Background: an optimization exercise with open tools, aiming at small area. Do not read the settings as production practice.
Function was checked by simulation only, so behaviour that the tests miss may differ from the original.
Power is estimated from default activity; no workload was simulated. No driver is modelled on the clock port, so clocking that relies on it looks cheaper here than on a real chip.

## run A
## router_top
module router_top(
input clk,resetn,read_enb_0,read_enb_1,read_enb_2,pkt_valid,
input [7:0]data_in,
output valid_out_0,valid_out_1,valid_out_2,error,busy,
output [7:0]data_out_0,data_out_1,data_out_2
);
Settings: LEC_CHECK=0, CAP_MARGIN=10, CORE_MARGIN=2, CORE_UTILIZATION=60, CTS_BUF_LIST=sky130_fd_sc_hd__clkbuf_16, CTS_CLUSTER_DIAMETER=100, CTS_CLUSTER_SIZE=32, SLEW_MARGIN=10; clock period 5.0 ns.
standard.sh (not shown) runs the stock make flow with config.mk's settings and CLKGATE_MAP_FILE= SYNTH_SCRIPT=/design/flow/synth_recipe.tcl, a recipe that flattens the netlist after the stock synthesis.
==> flow/flow/run.sh <==
#!/bin/bash
# The standard ORFS layout with three changes:
#  - synthesis maps logic with an area-oriented ABC script (flow/area.abc);
#  - the port buffers are the smallest buffer, buf_1;
#  - floorplan removes synthesis buffers instead of repairing timing on
#    wire-load estimates;
#  - clock tree synthesis clusters up to 32 sinks and inserts no dummy loads.
set -euo pipefail
HERE=$(pwd)
export OWN_ABC_SCRIPT="$HERE/flow/area.abc"
export BUFFER_PORTS_ARGS="-buffer_cell sky130_fd_sc_hd__buf_1"
export REMOVE_ABC_BUFFERS=1
export CTS_ARGS="-sink_clustering_enable -repair_clock_nets -sink_clustering_size 32 -sink_clustering_max_diameter 100 -buf_list sky130_fd_sc_hd__clkbuf_16 -dont_use_dummy_load"
cat flow/synth_head.tcl synth_recipe.tcl > own_synth.tcl
sed "s|SYNTH_SCRIPT=[^ ]*|SYNTH_SCRIPT=$HERE/own_synth.tcl|" standard.sh > own_standard.sh
grep -q "SYNTH_SCRIPT=$HERE/own_synth.tcl" own_standard.sh
bash own_standard.sh > standard.log 2>&1
==> flow/flow/area.abc <==
strash
dch -f
amap -m -F 4 -A 8
==> flow/flow/synth_head.tcl <==
# Prepended to synth_recipe.tcl: the technology mapping uses flow/area.abc
# (area-oriented mapping) in place of ORFS's speed script. Nothing else in
# the synthesis changes.
proc abc {args} {
  set i [lsearch -exact $args -script]
  if { $i >= 0 } { lset args [expr {$i + 1}] $::env(OWN_ABC_SCRIPT) }
  yosys abc {*}$args
}
Run A finished every stage and its layout cleared the timing, design-rule and antenna checks.
Changes in run B relative to run A:
# run A
export LEC_CHECK = 0
export CAP_MARGIN = 10
export CORE_MARGIN = 2
export CORE_UTILIZATION = 60
export CTS_BUF_LIST = sky130_fd_sc_hd__clkbuf_16
export CTS_CLUSTER_DIAMETER = 100
export CTS_CLUSTER_SIZE = 32
export SLEW_MARGIN = 10
create_clock -name core_clock -period 5.0 [get_ports {clk}]
# run B
export LEC_CHECK = 0
export CAP_MARGIN = 10
export CORE_MARGIN = 2
export CORE_UTILIZATION = 60
export CTS_BUF_LIST = sky130_fd_sc_hd__clkbuf_16
export CTS_CLUSTER_DIAMETER = 100
export CTS_CLUSTER_SIZE = 32
export GPL_ROUTABILITY_DRIVEN = 0
export GPL_TIMING_DRIVEN = 0
export SLEW_MARGIN = 10
create_clock -name core_clock -period 5.0 [get_ports {clk}]
-- flow/flow/run.sh --
<<< run A, line 2
# The standard ORFS layout with three changes:
>>> run B, line 2
# The standard ORFS layout with these changes:
[summary]
Compared with run A, in run B area fraction of clock buffers and clock inverters was more or less identical; number of flops mapped to enable cells by yosys about even; total of fill cells in the finished design down 22; met3 track demand over resource in global routing down 0.40 points; via count of the first global-routing pass went up.
Measured against each other, run B and run A differ in worst hold slack, the higher figure coming from run A.
On run B: detail-routed via count per cell is 0.022 lower than what run A gave.
Going from run A to run B, final non-filler cell total grows by 17.
Run B completed end to end with timing, DRC and antenna clean.
As far as maximum clock path buffer count goes, run A and run B are indistinguishable; the numbers are identical.
After detailed routing, run A needs less wire than run B.
On simple-gate area share of the yosys netlist, run B and run A are neck and neck.
> inputs changed (run B -> run C)
# run B
export LEC_CHECK = 0
export CAP_MARGIN = 10
export CORE_MARGIN = 2
export CORE_UTILIZATION = 60
export CTS_BUF_LIST = sky130_fd_sc_hd__clkbuf_16
export CTS_CLUSTER_DIAMETER = 100
export CTS_CLUSTER_SIZE = 32
export GPL_ROUTABILITY_DRIVEN = 0
export GPL_TIMING_DRIVEN = 0
export SLEW_MARGIN = 10
create_clock -name core_clock -period 5.0 [get_ports {clk}]
# run C
export LEC_CHECK = 0
export CAP_MARGIN = 10
export CORE_MARGIN = 2
export CORE_UTILIZATION = 60
export CTS_BUF_LIST = sky130_fd_sc_hd__clkbuf_16
export CTS_CLUSTER_DIAMETER = 100
export CTS_CLUSTER_SIZE = 32
export SLEW_MARGIN = 10
create_clock -name core_clock -period 5.0 [get_ports {clk}]
Results
- [compare] base=run B new=run C: detailed-route vias per instance now larger, total track usage moved down, routed wire length went down.
- Die boundary height of run C is on par with run B.
#### Input delta (run D over run C)
# run C
export LEC_CHECK = 0
export CAP_MARGIN = 10
export CORE_MARGIN = 2
export CORE_UTILIZATION = 60
export CTS_BUF_LIST = sky130_fd_sc_hd__clkbuf_16
export CTS_CLUSTER_DIAMETER = 100
export CTS_CLUSTER_SIZE = 32
export SLEW_MARGIN = 10
create_clock -name core_clock -period 5.0 [get_ports {clk}]
# run D
export LEC_CHECK = 0
export CAP_MARGIN = 0
export CORE_MARGIN = 2
export CORE_UTILIZATION = 70
export CTS_BUF_LIST = sky130_fd_sc_hd__clkbuf_16
export CTS_CLUSTER_DIAMETER = 100
export CTS_CLUSTER_SIZE = 32
export SLEW_MARGIN = 0
create_clock -name core_clock -period 5.0 [get_ports {clk}]
Findings:
Clock share of power: run D vs run C, no meaningful difference. Looking at run C and run D, the power density over the cells is a wash. Going from run C to run D, critical path depth saw an increase, delay contributed by the slowest stage of the critical path decreased by 0.05 ns relative to the old numbers. Result for run C and run D: all clean.
Input changes introduced in run E (baseline for comparison: run D):
# run D
export LEC_CHECK = 0
export CAP_MARGIN = 0
export CORE_MARGIN = 2
export CORE_UTILIZATION = 70
export CTS_BUF_LIST = sky130_fd_sc_hd__clkbuf_16
export CTS_CLUSTER_DIAMETER = 100
export CTS_CLUSTER_SIZE = 32
export SLEW_MARGIN = 0
create_clock -name core_clock -period 5.0 [get_ports {clk}]
# run E
export LEC_CHECK = 0
export CAP_MARGIN = 10
export CORE_MARGIN = 2
export CORE_UTILIZATION = 60
export CTS_BUF_LIST = sky130_fd_sc_hd__clkbuf_16
export CTS_CLUSTER_DIAMETER = 100
export CTS_CLUSTER_SIZE = 32
export SLEW_MARGIN = 10
create_clock -name core_clock -period 5.0 [get_ports {clk}]
-- flow/flow/run.sh --
<<< run D, line 2
# The standard ORFS layout with these changes:
>>> run E, line 2
# The standard ORFS layout with three changes:
<<< run D, line 13
export CTS_ARGS="-sink_clustering_enable -repair_clock_nets -sink_clustering_size 32 -sink_clustering_max_diameter 100 -buf_list sky130_fd_sc_hd__clkbuf_16 -dont_use_dummy_load"
>>> run E, line 13
export CTS_ARGS="-sink_clustering_enable -repair_clock_nets -sink_clustering_size 20 -sink_clustering_max_diameter 60 -buf_list sky130_fd_sc_hd__clkbuf_8 -dont_use_dummy_load"
--- outcome ---
Looking at the reports, run E completed the entire flow and the layout it produced met the timing, design-rule and antenna checks. For run E, the capturing instance or port of the critical path was fsm1.d_out[4], unlike run D, where it was fsm1.parity_diff[7]. Cell depth of the worst hold path in run E is 1 lower than in run D. Run E against run D: number of buffer and inverter stages on the critical path fell 1, die area rose by about 16%, clock period minus worst slack went down 0.10 ns, met2 capacity usage during global routing went down by 6.8 points. For reported clock group power, run E and run D come out practically identical.
Modified inputs, run F compared to run E
-- flow/flow/run.sh --
<<< run E, line 13
export CTS_ARGS="-sink_clustering_enable -repair_clock_nets -sink_clustering_size 20 -sink_clustering_max_diameter 60 -buf_list sky130_fd_sc_hd__clkbuf_8 -dont_use_dummy_load"
>>> run F, line 13
export CTS_ARGS="-sink_clustering_enable -repair_clock_nets -sink_clustering_size 40 -sink_clustering_max_diameter 60 -buf_list sky130_fd_sc_hd__clkbuf_16 -dont_use_dummy_load"
Notes after the runs:
The lower clock latency at the later pin of the worst-skew pair came out of run F. Layout overhead on the synthesized area | run F above run E. Reported for run F and run E, layout clock buffer count turned out identical to the last digit.

Another version of the RTL of router_top (not shown whole).
Size in the first run: roughly 1,200 cells after synthesis, roughly 490 flip-flops, about 43 I/O pins, about 0.019 mm^2 of cells after synthesis.
export LEC_CHECK = 0
export CAP_MARGIN = 20
export CORE_MARGIN = 2
export CORE_UTILIZATION = 40
export CTS_BUF_LIST = sky130_fd_sc_hd__clkbuf_16
export CTS_CLUSTER_DIAMETER = 100
export CTS_CLUSTER_SIZE = 32
export SLEW_MARGIN = 20
create_clock -name core_clock -period 5.0 [get_ports {clk}]
==> flow/flow/run.sh <==
#!/bin/bash
# The standard ORFS layout with three changes:
#  - synthesis maps logic with an area-oriented ABC script (flow/area.abc);
#  - the port buffers are the smallest buffer, buf_1;
#  - clock tree synthesis clusters up to 32 sinks and inserts no dummy loads.
set -euo pipefail
HERE=$(pwd)
export OWN_ABC_SCRIPT="$HERE/flow/area.abc"
export BUFFER_PORTS_ARGS="-buffer_cell sky130_fd_sc_hd__buf_1"
export CTS_ARGS="-sink_clustering_enable -repair_clock_nets -sink_clustering_size 32 -sink_clustering_max_diameter 100 -buf_list sky130_fd_sc_hd__clkbuf_16 -dont_use_dummy_load"
cat flow/synth_head.tcl synth_recipe.tcl > own_synth.tcl
sed "s|SYNTH_SCRIPT=[^ ]*|SYNTH_SCRIPT=$HERE/own_synth.tcl|" standard.sh > own_standard.sh
grep -q "SYNTH_SCRIPT=$HERE/own_synth.tcl" own_standard.sh
bash own_standard.sh > standard.log 2>&1
Scripts as last shown in full above: flow/flow/area.abc, flow/flow/synth_head.tcl
The baseline went through all stages and came out clean.
Next try:
--- a/flow/flow/run.sh
+++ b/flow/flow/run.sh
@@ -4,0 +5,2 @@
+#  - floorplan removes synthesis buffers instead of repairing timing on
+#    wire-load estimates;
@@ -9,0 +12 @@
+export REMOVE_ABC_BUFFERS=1
Worst setup slack degrades by 0.21 ns.
Utilization drops by 0.42 points.
Wire length climbs by about 1.3%.
Sequential power drops by about 3%.
Cell count barely changes.

router_top, a different RTL version from the one above (not shown whole).
For scale: ~1,100 cells after synthesis, ~490 flip-flops, roughly 20,000 um^2 of cells after synthesis.
==> flow/design.v (excerpt) <==
module router_top(
input clk,resetn,read_enb_0,read_enb_1,read_enb_2,pkt_valid,
input [7:0]data_in,
output valid_out_0,valid_out_1,valid_out_2,error,busy,
output [7:0]data_out_0,data_out_1,data_out_2
);
clock: 5.0 ns
lec_check: 0
cap_margin: 20
core_margin: 2
core_utilization: 40
cts_buf_list: sky130_fd_sc_hd__clkbuf_16
cts_cluster_diameter: 100
cts_cluster_size: 32
slew_margin: 20
run.sh (not shown) runs the stock make flow with config.mk's settings and CLKGATE_MAP_FILE= SYNTH_SCRIPT=/design/flow/synth_recipe.tcl, a recipe that flattens the netlist after the stock synthesis.
Stock flow here: none of the scripts above is used.
Change:
- CTS_CLUSTER_DIAMETER: 100 -> 80
- CTS_CLUSTER_SIZE: 32 -> 25
=> The new run produced a clean layout; power came out higher by about 4%; combinational power hardly moves; design area came out higher by about 1.2%; worst hold slack barely changes; cell count came out higher by 0.82%; fmax came out higher by about 0.38%; die area is unchanged; wire length came out higher by 0.89%; utilization came out higher by 0.55 points; worst setup slack gains 0.014 ns.

[re-timing with driven ports]
How much do the figures lean on ideal ports? The routed layouts below were timed once more, with nothing changed but the port constraints.
Step 1 sets driving cells, clkbuf_16 on the clock port and buf_2 on the other inputs (assumed; they add their load-dependent delay and slew).
Step 2 also shifts input and output timing later by t, the mid clock arrival at the registers, as if the neighbouring blocks saw the same clock.
a / b / c = ideal / step 1 / step 2; a / b = the first two.
| run | t, ns | slack for setup (ns) | worst setup path at the end | worst register clock-pin slew, ns | pins driven straight from the clock port |
|---|---|---|---|---|---|
| run A | 0.573 | 1.384 / 1.384 / 1.384 | register to register | 0.12 / 0.12 | 1 |
| run B | 0.576 | 0.410 / 0.410 / 0.410 | register to register | 0.12 / 0.12 | 1 |
| run C | 0.573 | 1.384 / 1.384 / 1.384 | register to register | 0.12 / 0.12 | 1 |
| run D | 0.571 | 1.263 / 1.263 / 1.263 | register to register | 0.12 / 0.12 | 1 |
| run E | 0.593 | 1.364 / 1.364 / 1.364 | register to register | 0.12 / 0.12 | 1 |
| run F | 0.574 | 1.361 / 1.361 / 1.361 | register to register | 0.10 / 0.10 | 1 |
| the first run of note 2 | 0.595 | 1.526 / 1.526 / 1.526 | register to register | 0.12 / 0.12 | 1 |
| the second run of note 2 | 0.601 | 1.315 / 1.315 / 1.299 | input to register | 0.12 / 0.12 | 1 |
| the first run of note 3 | 0.589 | 1.364 / 1.364 / 1.364 | register to register | 0.12 / 0.12 | 1 |
| the second run of note 3 | 0.628 | 1.378 / 1.378 / 1.378 | register to register | 0.10 / 0.10 | 1 |
After both steps setup and hold are still met in every run listed. The setup slack of the second run of note 2, which loses most, moves by 0.000 ns with the drivers and by -0.016 ns with both steps.
